This design comes from an exercise in tuning for small area and a short achievable clock period on the open sky130 flow, not from production work. No run shown here included a check of the RTL's function; only the layout flow was run.

==> flow/design.v, too long to show whole: its modules and the start of the top module <==
// module fadd_core: 114 lines
// module benc: 17 lines
// module fmul_core: 97 lines
// module mul24: 1432 lines
// module mfa: 3 lines
// module mha: 3 lines
// module mbsel: 3 lines
// module mbseln: 3 lines
// module mxor: 3 lines
// module fpu_addmul: 213 lines
module fpu_addmul(
  input  wire        clk,
  input  wire        op,      
  input  wire [31:0] s,
  input  wire [31:0] t,
  output wire [31:0] d
);
  // ...
==> flow/flow/run.sh <==
#!/bin/bash
set -euo pipefail
export SETUP_SLACK_MARGIN=7
export BUFFER_PORTS_ARGS="-buffer_cell sky130_fd_sc_hd__buf_2"
bash standard.sh > standard.log 2>&1
==> flow/standard.sh <==
#!/bin/bash
# synth_recipe.tcl (not shown) runs the flow's synth.tcl, then flattens the netlist and writes it again
# the make line also repeats each setting of config.mk as NAME=value (left out here)
make -C /OpenROAD-flow-scripts/flow DESIGN_CONFIG=/design/flow/config.mk WORK_HOME=/design/flow/orfs CLKGATE_MAP_FILE= SYNTH_SCRIPT=/design/flow/synth_recipe.tcl "${@:-finish}"
==> flow/config.mk <==
export PLATFORM = sky130hd
export DESIGN_NAME = fpu_addmul
export DESIGN_NICKNAME = fpu_addmul
export VERILOG_FILES = /design/flow/design.v
export SDC_FILE = /design/flow/constraint.sdc
export NUM_CORES = 4
export LEC_CHECK = 0
export CAP_MARGIN = 20
export CORE_MARGIN = 2
export CORE_UTILIZATION = 40
export CTS_BUF_LIST = sky130_fd_sc_hd__clkbuf_4 sky130_fd_sc_hd__clkbuf_8
export SLEW_MARGIN = 20
export SYNTH_HIERARCHICAL = 1
export TNS_END_PERCENT = 5
==> flow/constraint.sdc <==
create_clock -name core_clock -period 13.0 [get_ports {clk}]
set_input_delay 2.6000 -clock core_clock [delete_from_list [all_inputs] [get_ports {clk}]]
set_output_delay 2.6000 -clock core_clock [all_outputs]
set_load 0.01 [all_outputs]
==> flow_metrics.py, run 1 <==
metrics = {
    "synthesis": {
        "synth-edff-count": 0,
        "synth_area_um2": 31300,
        "synth_top_family_by_area": "adder cells",
        "synth_fa_ha_area_share_pct": 24.1,
        "yosys.area_share.simple_pct": 14.5,
    },
    "clocking": {
        "cts_htree_levels": 4,
        "cts-resized-gates": 97,
        "cts_made_buffers": 17,
    },
    "outcome": {
        "status": "complete, no violations",
    },
    "worst_setup_path": {
        "crit_chain": "inv_1 -> buf_4 -> o22ai_1 -> xor2_1 -> ha_1 -> fa_1 -> fa_1 -> fa_1 -> ha_1 -> and4_1 -> nor4b_1 -> o211ai_1 -> nand3_2 -> a41oi_2 -> o31ai_2 -> a21o_1 -> xor2_1 -> a21oi_1 -> a21oi_2",
        "critPathMostFrequentCell": "fa_1",
    },
    "routing": {
        "viasPerCell": 6.31,
        "drc": 0,
        "routed_wl_um": 119000,
    },
    "grt": {
        "use_met2_pct": 44.2,
        "grt_pass1_wl_um": 180000,
        "busiest_layer": "met2",
        "grt_pass1_vias": 28824,
    },
    "sta": {
        "hold_violations": 0,
    },
    "worst_hold_path": {
        "holdPathStages": 1,
    },
    "layout": {
        "final_cell_mix": "xor2_1 (321), nand2_1 (253), o22ai_1 (252), fa_1 (250), a21oi_1 (205)",
        "regArea_um2": 3470,
        "nFillCells": 7739,
        "nNonClkBuffers": 287,
        "post-route-util_pct": 44.7,
        "num-nets-final": 4241,
    },
    "placement": {
        "dp_slack_ns": 5.74,
    },
    "floorplanning": {
        "die_y_um": 284,
    },
}
==> module fadd_core, before the edit <==
module fadd_core(
  input  wire [31:0] g,
  input  wire        is_add,
  input  wire        cin,      
  input  wire        lsign,
  input  wire [26:0] l27x,
  input  wire [22:0] lman,     
  input  wire        sticky0,
  input  wire        big,
  input  wire        eqm,      
  input  wire        lzero,
  input  wire        lnan,
  input  wire        linf,
  output wire        sign,
  output wire [7:0]  e0,
  output wire [4:0]  esub,
  output wire [25:0] v,        
  output wire [25:0] vsp,      
  output wire        sp,
  output wire        rsh,      
  output wire        sta,
  output wire        stb,
  output wire        inc,
  output wire        rinc,
  output wire        infa
);
function [48:0] skl_carry;
  input [47:0] a;
  input [47:0] b;
  input        ci;
  reg   [48:0] cg, cp;
  integer i, k;
  begin
    cg = {a & b, ci};
    cp = {a ^ b, 1'b0};
    for (k = 0; k < 6; k = k + 1)
      for (i = 0; i < 49; i = i + 1)
        if (((i >> k) & 1) == 1) begin
          cg[i] = cg[i] | (cp[i] & cg[((i >> k) << k) - 1]);
          cp[i] = cp[i] & cp[((i >> k) << k) - 1];
        end
    skl_carry = cg;
  end
endfunction
function [4:0] lzc32;
  input [31:0] x;
  reg [15:0] v0, p0;
  reg [7:0]  v1; reg [15:0] p1;
  reg [3:0]  v2; reg [11:0] p2;
  reg [1:0]  v3; reg [7:0]  p3;
  integer k;
  begin
    for (k = 0; k < 16; k = k + 1) begin
      v0[k] = x[2*k+1] | x[2*k];
      p0[k] = ~x[2*k+1];
    end
    for (k = 0; k < 8; k = k + 1) begin
      v1[k] = v0[2*k+1] | v0[2*k];
      p1[2*k+1 -: 2] = v0[2*k+1] ? {1'b0, p0[2*k+1]} : {1'b1, p0[2*k]};
    end
    for (k = 0; k < 4; k = k + 1) begin
      v2[k] = v1[2*k+1] | v1[2*k];
      p2[3*k+2 -: 3] = v1[2*k+1] ? {1'b0, p1[4*k+3 -: 2]} : {1'b1, p1[4*k+1 -: 2]};
    end
    for (k = 0; k < 2; k = k + 1) begin
      v3[k] = v2[2*k+1] | v2[2*k];
      p3[4*k+3 -: 4] = v2[2*k+1] ? {1'b0, p2[6*k+5 -: 3]} : {1'b1, p2[6*k+2 -: 3]};
    end
    lzc32 = v3[1] ? {1'b0, p3[7:4]} : {1'b1, p3[3:0]};
  end
endfunction
wire [7:0]  eg = g[30:23];
wire [22:0] mg = g[22:0];
wire [26:0] g27 = {2'b01, mg, 2'b00};
wire [48:0] d27_c = skl_carry({21'd0, g27}, {21'd0, l27x}, cin);
wire [26:0] d27 = g27 ^ l27x ^ d27_c[26:0];
wire        sr = d27[26];
wire        eg0 = eg == 8'd0;
wire        egs = eg <= 8'd26;
wire [25:0] capbit = (egs && !eg0) ? (26'd1 << (8'd26 - eg)) : 26'd0;
wire [4:0]  sl = lzc32({d27[25:0] | capbit, 6'b100000});
wire [25:0] himask = ~(capbit - 26'd1);
wire        capped = egs && !eg0 && ((d27[25:0] & himask) == 26'd0);
wire [24:0] wsub = eg0 ? 25'd0 : (d27[24:0] << sl);
wire g_max = eg == 8'd255;
wire g_nan = g_max & (mg != 23'd0);
wire g_inf = g_max & (mg == 23'd0);
wire d_zero = ~is_add & eqm;
reg [31:0] sv;
reg        special;
always @* begin
  special = 1'b1;
  sv = g;
  if (lnan) sv = {lsign, 8'd255, lman};
  else if (g_nan) sv = g;
  else if (g_inf & linf) sv = is_add ? {g[31], 8'd255, 23'd0} : 32'h7fc00000;
  else if (g_inf) sv = {g[31], 8'd255, 23'd0};
  else if (lzero | big) sv = g;
  else if (d_zero) sv = 32'd0;
  else special = 1'b0;
end
assign sign = special ? sv[31] : g[31];
assign e0   = special ? sv[30:23] : (is_add ? eg : (eg0 ? 8'd225 : (capped ? 8'd0 : eg)));
assign esub = (special | is_add | eg0 | capped) ? 5'd0 : sl;
assign v    = is_add ? d27[25:0] : {1'b0, wsub};
assign vsp  = {1'b0, sv[22:0], 2'b00};
assign sp   = special;
assign rsh  = is_add & sr;
assign sta  = sticky0;
assign stb  = sticky0 | d27[0];
assign inc  = ~special & (is_add | ~capped);
assign rinc = ~special & is_add;
assign infa = ~special & is_add;
endmodule
==> module fpu_addmul, before the edit <==
module fpu_addmul(
  input  wire        clk,
  input  wire        op,      
  input  wire [31:0] s,
  input  wire [31:0] t,
  output wire [31:0] d
);
function [48:0] skl_carry;
  input [47:0] a;
  input [47:0] b;
  input        ci;
  reg   [48:0] cg, cp;
  integer i, k;
  begin
    cg = {a & b, ci};
    cp = {a ^ b, 1'b0};
    for (k = 0; k < 6; k = k + 1)
      for (i = 0; i < 49; i = i + 1)
        if (((i >> k) & 1) == 1) begin
          cg[i] = cg[i] | (cp[i] & cg[((i >> k) << k) - 1]);
          cp[i] = cp[i] & cp[((i >> k) << k) - 1];
        end
    skl_carry = cg;
  end
endfunction
function gt32;
  input [31:0] a;
  input [31:0] b;
  reg [31:0] g0, e0;
  reg [15:0] g1, e1;
  reg [7:0]  g2, e2;
  reg [3:0]  g3, e3;
  reg [1:0]  g4, e4;
  integer i;
  begin
    g0 = a & ~b;
    e0 = ~(a ^ b);
    for (i = 0; i < 16; i = i + 1) begin
      g1[i] = g0[2*i+1] | (e0[2*i+1] & g0[2*i]);
      e1[i] = e0[2*i+1] & e0[2*i];
    end
    for (i = 0; i < 8; i = i + 1) begin
      g2[i] = g1[2*i+1] | (e1[2*i+1] & g1[2*i]);
      e2[i] = e1[2*i+1] & e1[2*i];
    end
    for (i = 0; i < 4; i = i + 1) begin
      g3[i] = g2[2*i+1] | (e2[2*i+1] & g2[2*i]);
      e3[i] = e2[2*i+1] & e2[2*i];
    end
    for (i = 0; i < 2; i = i + 1) begin
      g4[i] = g3[2*i+1] | (e3[2*i+1] & g3[2*i]);
      e4[i] = e3[2*i+1] & e3[2*i];
    end
    gt32 = g4[1] | (e4[1] & g4[0]);
  end
endfunction
function [4:0] lzc32;
  input [31:0] x;
  reg [15:0] v0, p0;
  reg [7:0]  v1; reg [15:0] p1;
  reg [3:0]  v2; reg [11:0] p2;
  reg [1:0]  v3; reg [7:0]  p3;
  integer k;
  begin
    for (k = 0; k < 16; k = k + 1) begin
      v0[k] = x[2*k+1] | x[2*k];
      p0[k] = ~x[2*k+1];
    end
    for (k = 0; k < 8; k = k + 1) begin
      v1[k] = v0[2*k+1] | v0[2*k];
      p1[2*k+1 -: 2] = v0[2*k+1] ? {1'b0, p0[2*k+1]} : {1'b1, p0[2*k]};
    end
    for (k = 0; k < 4; k = k + 1) begin
      v2[k] = v1[2*k+1] | v1[2*k];
      p2[3*k+2 -: 3] = v1[2*k+1] ? {1'b0, p1[4*k+3 -: 2]} : {1'b1, p1[4*k+1 -: 2]};
    end
    for (k = 0; k < 2; k = k + 1) begin
      v3[k] = v2[2*k+1] | v2[2*k];
      p3[4*k+3 -: 4] = v2[2*k+1] ? {1'b0, p2[6*k+5 -: 3]} : {1'b1, p2[6*k+2 -: 3]};
    end
    lzc32 = v3[1] ? {1'b0, p3[7:4]} : {1'b1, p3[3:0]};
  end
endfunction
wire [7:0]  es = s[30:23], et = t[30:23];
wire [22:0] ms = s[22:0],  mt = t[22:0];
wire        is_add = s[31] == t[31];
wire [48:0] dst_c = skl_carry({40'd0, es}, {40'd0, ~et}, 1'b1);
wire [48:0] dts_c = skl_carry({40'd0, et}, {40'd0, ~es}, 1'b1);
wire [7:0]  dst = es ^ ~et ^ dst_c[7:0];
wire [7:0]  dts = et ^ ~es ^ dts_c[7:0];
wire        ege = dst_c[8];               
wire        eeq = es == et;
wire        sgt = eeq ? gt32({9'd0, ms}, {9'd0, mt}) : ege;
wire        eqm = eeq & (ms == mt);
wire [31:0] g_a = {sgt ? s[31] : t[31], ege ? es : et, sgt ? ms : mt};
wire [31:0] l_a = sgt ? t : s;
wire [26:0] l27_st = {2'b01, mt, 2'b00} >> dst[4:0];    
wire [26:0] l27_ts = {2'b01, ms, 2'b00} >> dts[4:0];    
wire [26:0] l27_a  = sgt ? l27_st : l27_ts;
reg [31:0] pos, pot;
integer j;
always @* begin
  pos[0] = ms[0];
  pot[0] = mt[0];
  for (j = 1; j < 32; j = j + 1) begin
    pos[j] = (j >= 23) | pos[j-1] | ms[j < 23 ? j : 0];
    pot[j] = (j >= 23) | pot[j-1] | mt[j < 23 ? j : 0];
  end
end
wire [31:0] qs = {pos[28:0], 3'b000}, qt = {pot[28:0], 3'b000};
wire       sticky_a = ege ? qt[dst[4:0]] : qs[dts[4:0]];
reg mst1_a, mst0_a;
always @* begin
  mst1_a = 1'b0;
  mst0_a = 1'b0;
  for (j = 0; j <= 21; j = j + 1) mst1_a = mst1_a | (pos[j] & pot[21-j]);
  for (j = 0; j <= 20; j = j + 1) mst0_a = mst0_a | (pos[j] & pot[20-j]);
end
wire [8:0] esum = {1'b0, es} + {1'b0, et};
wire [11:0] none_s, ntwo_s, none_t, ntwo_t;
wire [10:0] neg_s, neg_t;
benc u_es(.m(ms), .none(none_s), .ntwo(ntwo_s), .neg(neg_s));
benc u_et(.m(mt), .none(none_t), .ntwo(ntwo_t), .neg(neg_t));
wire s_zero = s[30:0] == 31'd0, t_zero = t[30:0] == 31'd0;
wire s_nan = (es == 8'd255) & (ms != 23'd0), t_nan = (et == 8'd255) & (mt != 23'd0);
wire s_inf = (es == 8'd255) & (ms == 23'd0), t_inf = (et == 8'd255) & (mt == 23'd0);
wire lnan_a = s_nan & t_nan;
reg         op1, sgt1, big1, lsign1, sticky1, eqm1, add1, cin1, inv1;
reg         lzero1, lnan1, linf1, mst1_1, mst0_1, ovf1_1, ovf0_1, udf1;
reg  [31:0] g1;
reg  [26:0] l27_1;
reg  [7:0]  nexp0_1;
reg  [11:0] none1, ntwo1;
reg  [10:0] neg1;
always @(posedge clk) begin
  op1     <= op;
  sgt1    <= sgt;
  eqm1    <= eqm;
  add1    <= is_add;
  cin1    <= ~is_add;           
  g1      <= g_a;
  lsign1  <= l_a[31];
  l27_1   <= l27_a;
  inv1    <= ~is_add & ~lnan_a;    
  sticky1 <= sticky_a;
  big1    <= ege ? dst > 8'd24 : dts > 8'd24;
  lzero1  <= s_zero | t_zero;
  lnan1   <= lnan_a;
  linf1   <= (s_inf & (t_inf | t_nan)) | (t_inf & (s_inf | s_nan));
  mst1_1  <= mst1_a;
  mst0_1  <= mst0_a;
  ovf1_1  <= esum >= 9'd381;
  ovf0_1  <= esum >= 9'd382;
  udf1    <= esum < 9'd127;
  nexp0_1 <= esum[7:0] - 8'd127;
  none1   <= sgt ? none_t : none_s;
  ntwo1   <= sgt ? ntwo_t : ntwo_s;
  neg1    <= sgt ? neg_t  : neg_s;
end
wire        a_sign, a_rsh, a_sta, a_stb, a_inc, a_rinc, a_infa;
wire [7:0]  a_e0;
wire [4:0]  a_esub;
wire [25:0] a_v, a_vsp;
wire        a_sp;
wire        m_sign, m_rsh, m_sta, m_stb, m_ovf;
wire [7:0]  m_e0;
wire [25:0] m_v, m_vsp;
wire        m_sp;
fadd_core u_add(.g(g1), .is_add(add1), .cin(cin1), .lsign(lsign1), .l27x(l27_1 ^ {27{inv1}}), .lman(l27_1[24:2]), .sticky0(sticky1),
  .big(big1), .eqm(eqm1), .lzero(lzero1), .lnan(lnan1), .linf(linf1),
  .sign(a_sign), .e0(a_e0), .esub(a_esub), .v(a_v), .vsp(a_vsp), .sp(a_sp), .rsh(a_rsh), .sta(a_sta), .stb(a_stb),
  .inc(a_inc), .rinc(a_rinc), .infa(a_infa));
fmul_core u_mul(.g(g1), .lsign(lsign1), .lman(l27_1[24:2]), .sgt(sgt1),
  .lzero(lzero1), .lnan(lnan1), .linf(linf1),
  .st1(mst1_1), .st0(mst0_1), .ovf1(ovf1_1), .ovf0(ovf0_1), .udf(udf1), .nexp0(nexp0_1),
  .none(none1), .ntwo(ntwo1), .neg(neg1),
  .sign(m_sign), .e0(m_e0), .v(m_v), .vsp(m_vsp), .sp_o(m_sp), .rsh(m_rsh), .sta(m_sta), .stb(m_stb), .ovfm(m_ovf));
wire        sel_m = op1 & ~m_sp, sel_a = ~op1 & ~a_sp;
reg         sign2, rsh2, sta2, stb2, sub2, inc2, rinc2, infa2, ovfm2, e253_2, e254_2;
reg  [7:0]  e02;
reg  [4:0]  esub2;
reg  [25:0] v2;
always @(posedge clk) begin
  sign2 <= op1 ? m_sign : a_sign;
  e02   <= op1 ? m_e0   : a_e0;
  esub2 <= op1 ? 5'd0   : a_esub;
  v2    <= ({26{sel_m}} & m_v) | ({26{sel_a}} & a_v) | (op1 ? m_vsp : (a_sp ? a_vsp : 26'd0));
  rsh2  <= (sel_m & m_rsh) | (sel_a & a_rsh);
  sta2  <= op1 ? m_sta  : a_sta;
  stb2  <= op1 ? m_stb  : a_stb;
  sub2  <= ~op1 & ~add1;
  inc2  <= ~op1 & a_inc;
  rinc2 <= op1 | a_rinc;
  infa2 <= ~op1 & a_infa;
  ovfm2 <= op1 & m_ovf;
  e253_2 <= a_e0 == 8'd253;
  e254_2 <= a_e0 == 8'd254;
end
wire [24:0] w  = rsh2 ? v2[25:1] : v2[24:0];
wire        st = rsh2 ? stb2 : sta2;
wire        flag  = w[1] & (w[0] | (sub2 ? w[2] & ~st : w[2] | st));
wire [23:0] man_r = {1'b0, w[24:2]} + {23'd0, flag};
wire        cri   = inc2 & flag & (&w[24:2]);    
wire [7:0]  e0p1  = e02 + 8'd1;
wire [7:0]  e0p2  = e02 + 8'd2;
wire [7:0]  e0ms  = e02 - {3'd0, esub2};
wire [7:0]  e0ms1 = e0ms + 8'd1;
wire        rr    = rsh2 & rinc2;
wire [7:0]  exp_r = sub2 ? (cri ? e0ms1 : e0ms) :
                    (rr ? (cri ? e0p2 : e0p1) : (cri ? e0p1 : e02));
wire        inf_r = rsh2 & ((infa2 & (cri ? e253_2 : e254_2)) | ovfm2);
assign d = {sign2, inf_r ? 8'd255 : exp_r, inf_r ? 23'd0 : man_r[22:0]};
endmodule
==> run 2, diff against run 1 <==
--- a/flow/design.v
+++ b/flow/design.v
@@ -4,7 +4,6 @@
   input  wire        cin,      
   input  wire        lsign,
   input  wire [26:0] l27x,
-  input  wire [22:0] lman,     
   input  wire        sticky0,
   input  wire        big,
   input  wire        eqm,      
@@ -91,7 +90,7 @@
 always @* begin
   special = 1'b1;
   sv = g;
-  if (lnan) sv = {lsign, 8'd255, lman};
+  if (lnan) sv = {lsign, 8'd255, l27x[24:2]};
   else if (g_nan) sv = g;
   else if (g_inf & linf) sv = is_add ? {g[31], 8'd255, 23'd0} : 32'h7fc00000;
   else if (g_inf) sv = {g[31], 8'd255, 23'd0};
@@ -1766,7 +1765,7 @@
 wire        ege = dst_c[8];               
 wire        eeq = es == et;
 wire        sgt = eeq ? gt32({9'd0, ms}, {9'd0, mt}) : ege;
-wire        eqm = eeq & (ms == mt);
+wire        eqm = s[30:0] == t[30:0];
 wire [31:0] g_a = {sgt ? s[31] : t[31], ege ? es : et, sgt ? ms : mt};
 wire [31:0] l_a = sgt ? t : s;
 wire [26:0] l27_st = {2'b01, mt, 2'b00} >> dst[4:0];    
@@ -1800,10 +1799,10 @@
 wire s_nan = (es == 8'd255) & (ms != 23'd0), t_nan = (et == 8'd255) & (mt != 23'd0);
 wire s_inf = (es == 8'd255) & (ms == 23'd0), t_inf = (et == 8'd255) & (mt == 23'd0);
 wire lnan_a = s_nan & t_nan;
-reg         op1, sgt1, big1, lsign1, sticky1, eqm1, add1, cin1, inv1;
+reg         op1, sgt1, big1, lsign1, sticky1, eqm1, add1, cin1;
 reg         lzero1, lnan1, linf1, mst1_1, mst0_1, ovf1_1, ovf0_1, udf1;
 reg  [31:0] g1;
-reg  [26:0] l27_1;
+reg  [26:0] l27x1;
 reg  [7:0]  nexp0_1;
 reg  [11:0] none1, ntwo1;
 reg  [10:0] neg1;
@@ -1815,8 +1814,7 @@
   cin1    <= ~is_add;           
   g1      <= g_a;
   lsign1  <= l_a[31];
-  l27_1   <= l27_a;
-  inv1    <= ~is_add & ~lnan_a;    
+  l27x1   <= (is_add | lnan_a) ? l27_a : ~l27_a;    
   sticky1 <= sticky_a;
   big1    <= ege ? dst > 8'd24 : dts > 8'd24;
   lzero1  <= s_zero | t_zero;
@@ -1841,11 +1839,11 @@
 wire [7:0]  m_e0;
 wire [25:0] m_v, m_vsp;
 wire        m_sp;
-fadd_core u_add(.g(g1), .is_add(add1), .cin(cin1), .lsign(lsign1), .l27x(l27_1 ^ {27{inv1}}), .lman(l27_1[24:2]), .sticky0(sticky1),
+fadd_core u_add(.g(g1), .is_add(add1), .cin(cin1), .lsign(lsign1), .l27x(l27x1), .sticky0(sticky1),
   .big(big1), .eqm(eqm1), .lzero(lzero1), .lnan(lnan1), .linf(linf1),
   .sign(a_sign), .e0(a_e0), .esub(a_esub), .v(a_v), .vsp(a_vsp), .sp(a_sp), .rsh(a_rsh), .sta(a_sta), .stb(a_stb),
   .inc(a_inc), .rinc(a_rinc), .infa(a_infa));
-fmul_core u_mul(.g(g1), .lsign(lsign1), .lman(l27_1[24:2]), .sgt(sgt1),
+fmul_core u_mul(.g(g1), .lsign(lsign1), .lman(l27x1[24:2]), .sgt(sgt1),
   .lzero(lzero1), .lnan(lnan1), .linf(linf1),
   .st1(mst1_1), .st0(mst0_1), .ovf1(ovf1_1), .ovf0(ovf0_1), .udf(udf1), .nexp0(nexp0_1),
   .none(none1), .ntwo(ntwo1), .neg(neg1),
--- a/flow/config.mk
+++ b/flow/config.mk
@@ -8,7 +8,6 @@
 export CAP_MARGIN = 20
 export CORE_MARGIN = 2
 export CORE_UTILIZATION = 40
-export CTS_BUF_LIST = sky130_fd_sc_hd__clkbuf_4 sky130_fd_sc_hd__clkbuf_8
 export SLEW_MARGIN = 20
 export SYNTH_HIERARCHICAL = 1
 export TNS_END_PERCENT = 5
==> flow_metrics.py, run 2 <==
metrics = {
    "outcome": {
        "status": "complete, no violations",
    },
    "synthesis": {
        "netlist_instances": 3737,
        "netlist_top_cells_area": "fa_1 (17%), dfxtp_1 (11%), xor2_1 (8.5%)",
        "yosysMostFrequentCell": "xor2_1",
        "async_reset_ff_share_pct": 0,
        "synth_top_area_share_pct": 16.8,
        "synth_commonest_cells": "xor2_1 (307), o22ai_1 (276), nand2_1 (274)",
        "synth_ff_type": "dfxtp_1",
        "synth_area_um2": 31800,
        "ys_types": 123,
        "yosys_warnings": 9,
        "synth_seq_cells": 168,
        "avgSynthCellArea_um2": 8.50,
        "yosys.area.top_type": "fa_1",
        "synth-edff-count": 0,
        "yosysSeqAreaShare_pct": 10.6,
    },
    "worst_hold_path": {
        "hold_end": "sta2$_DFF_P_",
        "holdPathStages": 1,
        "min_from": "sticky1$_DFF_P_",
        "min_path_type": "reg -> reg",
    },
    "floorplanning": {
        "dieArea_um2": 81700,
        "rows": 103,
        "die_y_um": 286,
        "fp.dieW_um": 286,
        "core-area_um2": 78700,
        "ios": 98,
        "start_util_pct": 40.3,
    },
    "flow_run": {
        "cap_violations": 0,
    },
    "layout": {
        "largest_registers": "g1 x32, l27x1 x27, v2 x26",
        "diodes": 0,
        "num-nets-final": 4222,
        "final_common_cell": "xor2_1",
        "regMostFlops": "g1",
        "area.growth.synth_to_final_pct": 9.27,
        "drive_gt1_share_pct": 16.5,
        "final_cell_mix": "xor2_1 (300), nand2_1 (271), o22ai_1 (254), fa_1 (253), nor2_1 (200)",
        "largest_reg_flops": 32,
    },
    "worst_setup_path": {
        "reg2reg_depth": 20,
        "cp-end-kind": "flop",
        "r2r_start": "g1[18]$_DFF_P_",
        "cp_max_fo": 21,
        "r2r_setup_slack_ns": 6.95,
        "critical_path.startpoint": "g1[18]$_DFF_P_",
        "path_class": "reg -> reg",
        "critPathLaunchType": "flop",
        "arrival_ns": 6.35,
        "cp_data_required_time_ns": 13.29,
        "reg2reg_to": "v2[16]$_DFF_P_",
    },
    "grt": {
        "globalRouteTotalUtil_pct": 28.2,
        "grtUsageMet1_pct": 39.3,
        "grt_max_degree": 77,
        "antenna_found_initial": 4,
        "grt_pass1_vias": 28762,
        "busiest_layer": "met2",
        "grt_pass1_wl_um": 180000,
        "grt.overflow.total": 0,
        "grtUsageMet3_pct": 5.11,
        "use_met2_pct": 43.5,
    },
    "sta": {
        "fin_crit_ns": 6.05,
        "rsz0062_at_grt": "yes",
        "worst_clock_skew_ns": 0.0160,
        "setup_slack_ns": 6.95,
        "whs_ns": 0.602,
        "fmax_ghz": 0.165,
        "period_share_pct": 46.6,
        "relSlewSlack_pct": 19.8,
        "max_slew.worst_pin.slew_ns": 1.19,
        "setup_viol": 0,
        "setup_tns_ns": 0,
        "slew_viol_final": 0,
        "hold_violations": 0,
    },
    "placement": {
        "portBuffers": 97,
        "dp_slack_ns": 6.12,
        "place_congestion": 0.981,
        "place_hpwl_um": 85100,
    },
    "routing": {
        "routed_wl_um": 118000,
        "viasPerCell": 6.30,
        "first_pass_iters": 6,
        "vias": 30130,
        "drt-initial-drc-count": 3748,
        "drc": 0,
        "wl_per_cell_um": 24.7,
        "detail-route-antenna-nets": 0,
    },
    "clocking": {
        "cts_root_buf": "clkbuf_16",
        "cts_htree_levels": 4,
        "clock_path_buffers": 2,
        "cts_sinks": 168,
        "holdBufCountCts": 0,
        "clkTransAtPathRegs_ns": 0.07,
        "cts_made_buffers": 17,
        "cts_tree": "yes",
        "insertion_delay_ns": 0.45,
    },
}
==> run 2: layer usage <==
metal	part of all wire, %	wire length [um]	vias to the layer above
li1	-	-	13493
met2	45	52700	1895
met3	10	12300	249
met1	42	49100	14491
met4	3.3	3950	2
met5	0.011	13	-
==> run 2: worst max path at each step <==
stage / to / slack [ns] / cells after the start
finish: v2[16]$_DFF_P_ / 6.95 / 20
global route: v2[16]$_DFF_P_ / 6.86 / 20
floorplan: d[14] / 6.97 / 15
CTS: v2[18]$_DFF_P_ / 6.80 / 23
detailed placement: v2[15]$_DFF_P_ / 6.12 / 21
global placement: v2[15]$_DFF_P_ / 6.16 / 21
==> run 2: critical path, stage by stage, from the launching register on <==
cell and delay (ns):
dfxtp_4 0.39, clkinvlp_4 0.11, buf_6 0.20, o22ai_1 0.23, xor2_1 0.21, fa_1 0.46, fa_1 0.49, fa_2 0.43
fa_1 0.52, fa_1 0.61, ha_4 0.24, and4_1 0.21, a221o_1 0.38, a21oi_4 0.21, nand2_8 0.11, a21bo_4 0.24
a21oi_4 0.21, nor3_1 0.07, a311o_1 0.29, a21oi_2 0.20, a21oi_2 0.10
==> run 2: through the flow <==
| step | util (%) | std cells | area (um^2) |
|---|---|---|---|
| final | 44.1 | 4779 | 34700 |
| after global routing | 44.1 | 4779 | 34700 |
| after CTS | 42.7 | 4736 | 33700 |
| after detailed placement | 41.4 | 4688 | 32600 |
| after global placement | 41.4 | 4688 | 32600 |
| after floorplan | - | 3741 | 31800 |
==> run 2: per-module statistics from Yosys (local to each module, per instance) <==
| module | flops+latches | cells inside | area [um^2] | copies in the design |
|---|---|---|---|---|
| mbseln | 0 | 1 | 8.76 | 22 |
| fpu_addmul | 168 | 1552 | 12900 | 1 |
| mha | 0 | 1 | 12.5 | 28 |
| mfa | 0 | 1 | 20.0 | 256 |
| mbsel | 0 | 1 | 6.26 | 242 |
| fmul_core | 0 | 261 | 2050 | 1 |
| fadd_core | 0 | 805 | 5350 | 1 |
| mul24 | 0 | 213 | 1450 | 1 |
| benc | 0 | 58 | 382 | 2 |
| mxor | 0 | 1 | 8.76 | 242 |
==> run 2: kinds of logic after synthesis <==
family | count (synthesis) | synth area share, %
compound gates | 1050 | 22.2
simple gates | 965 | 15.6
buf+inv | 456 | 7.29
fa+ha+maj | 439 | 23.6
xor+xnor | 438 | 12.1
mux | 218 | 8.67
flops | 168 | 10.6
other cells | 3 | 0.0354
==> run 2: area by class of cell <==
type	count	area, um^2
sequential	168	3460
fill	7751	44000
timing repair inverter	2	13.8
clock inverter	14	216
inverter	166	678
timing repair buffer	245	1840
clock buffer	17	425
tap	1050	1310
multi-input combinational	3117	26800
==> run 2: repair_timing <==
item | in CTS | in global routing
setup endpoints to repair | 143 | 133
resized for setup | 73 | 167
pin swaps | 9 | 49
setup buffers | 17 | 41
endpoints found under the hold margin | 0 | 0
gates cloned | 0 | 2

==> static timing again, ports no longer ideal <==
Ports are ideal in the flow. The routed layouts listed here were re-timed in OpenROAD.
Step 1 sets driving cells, clkbuf_16 on the clock port and buf_2 on the other inputs (assumed; they add their load-dependent delay and slew).
Step 2 adds t to the input delays and takes it off the output delays; t is the mean of the earliest and latest rising clock arrival at the registers after step 1. Input paths then give back, and output paths get back, about the clock's delay inside the block.
Three values: no drivers, after step 1, after step 2; two values: the first two.
| run | t, ns | setup slack, ns | slew at the worst register clock pin (ns) | pins driven straight from the clock port |
|---|---|---|---|---|
| run 1 | 0.606 | 6.952 / 6.952 / 6.626 | 0.12 / 0.12 | 1 |
| run 2 | 0.504 | 6.945 / 6.945 / 6.684 | 0.07 / 0.07 | 1 |
After both steps every run listed still meets setup and hold. The setup slack of run 1, which loses most, moves by 0.000 ns with the drivers and by -0.326 ns with both steps.
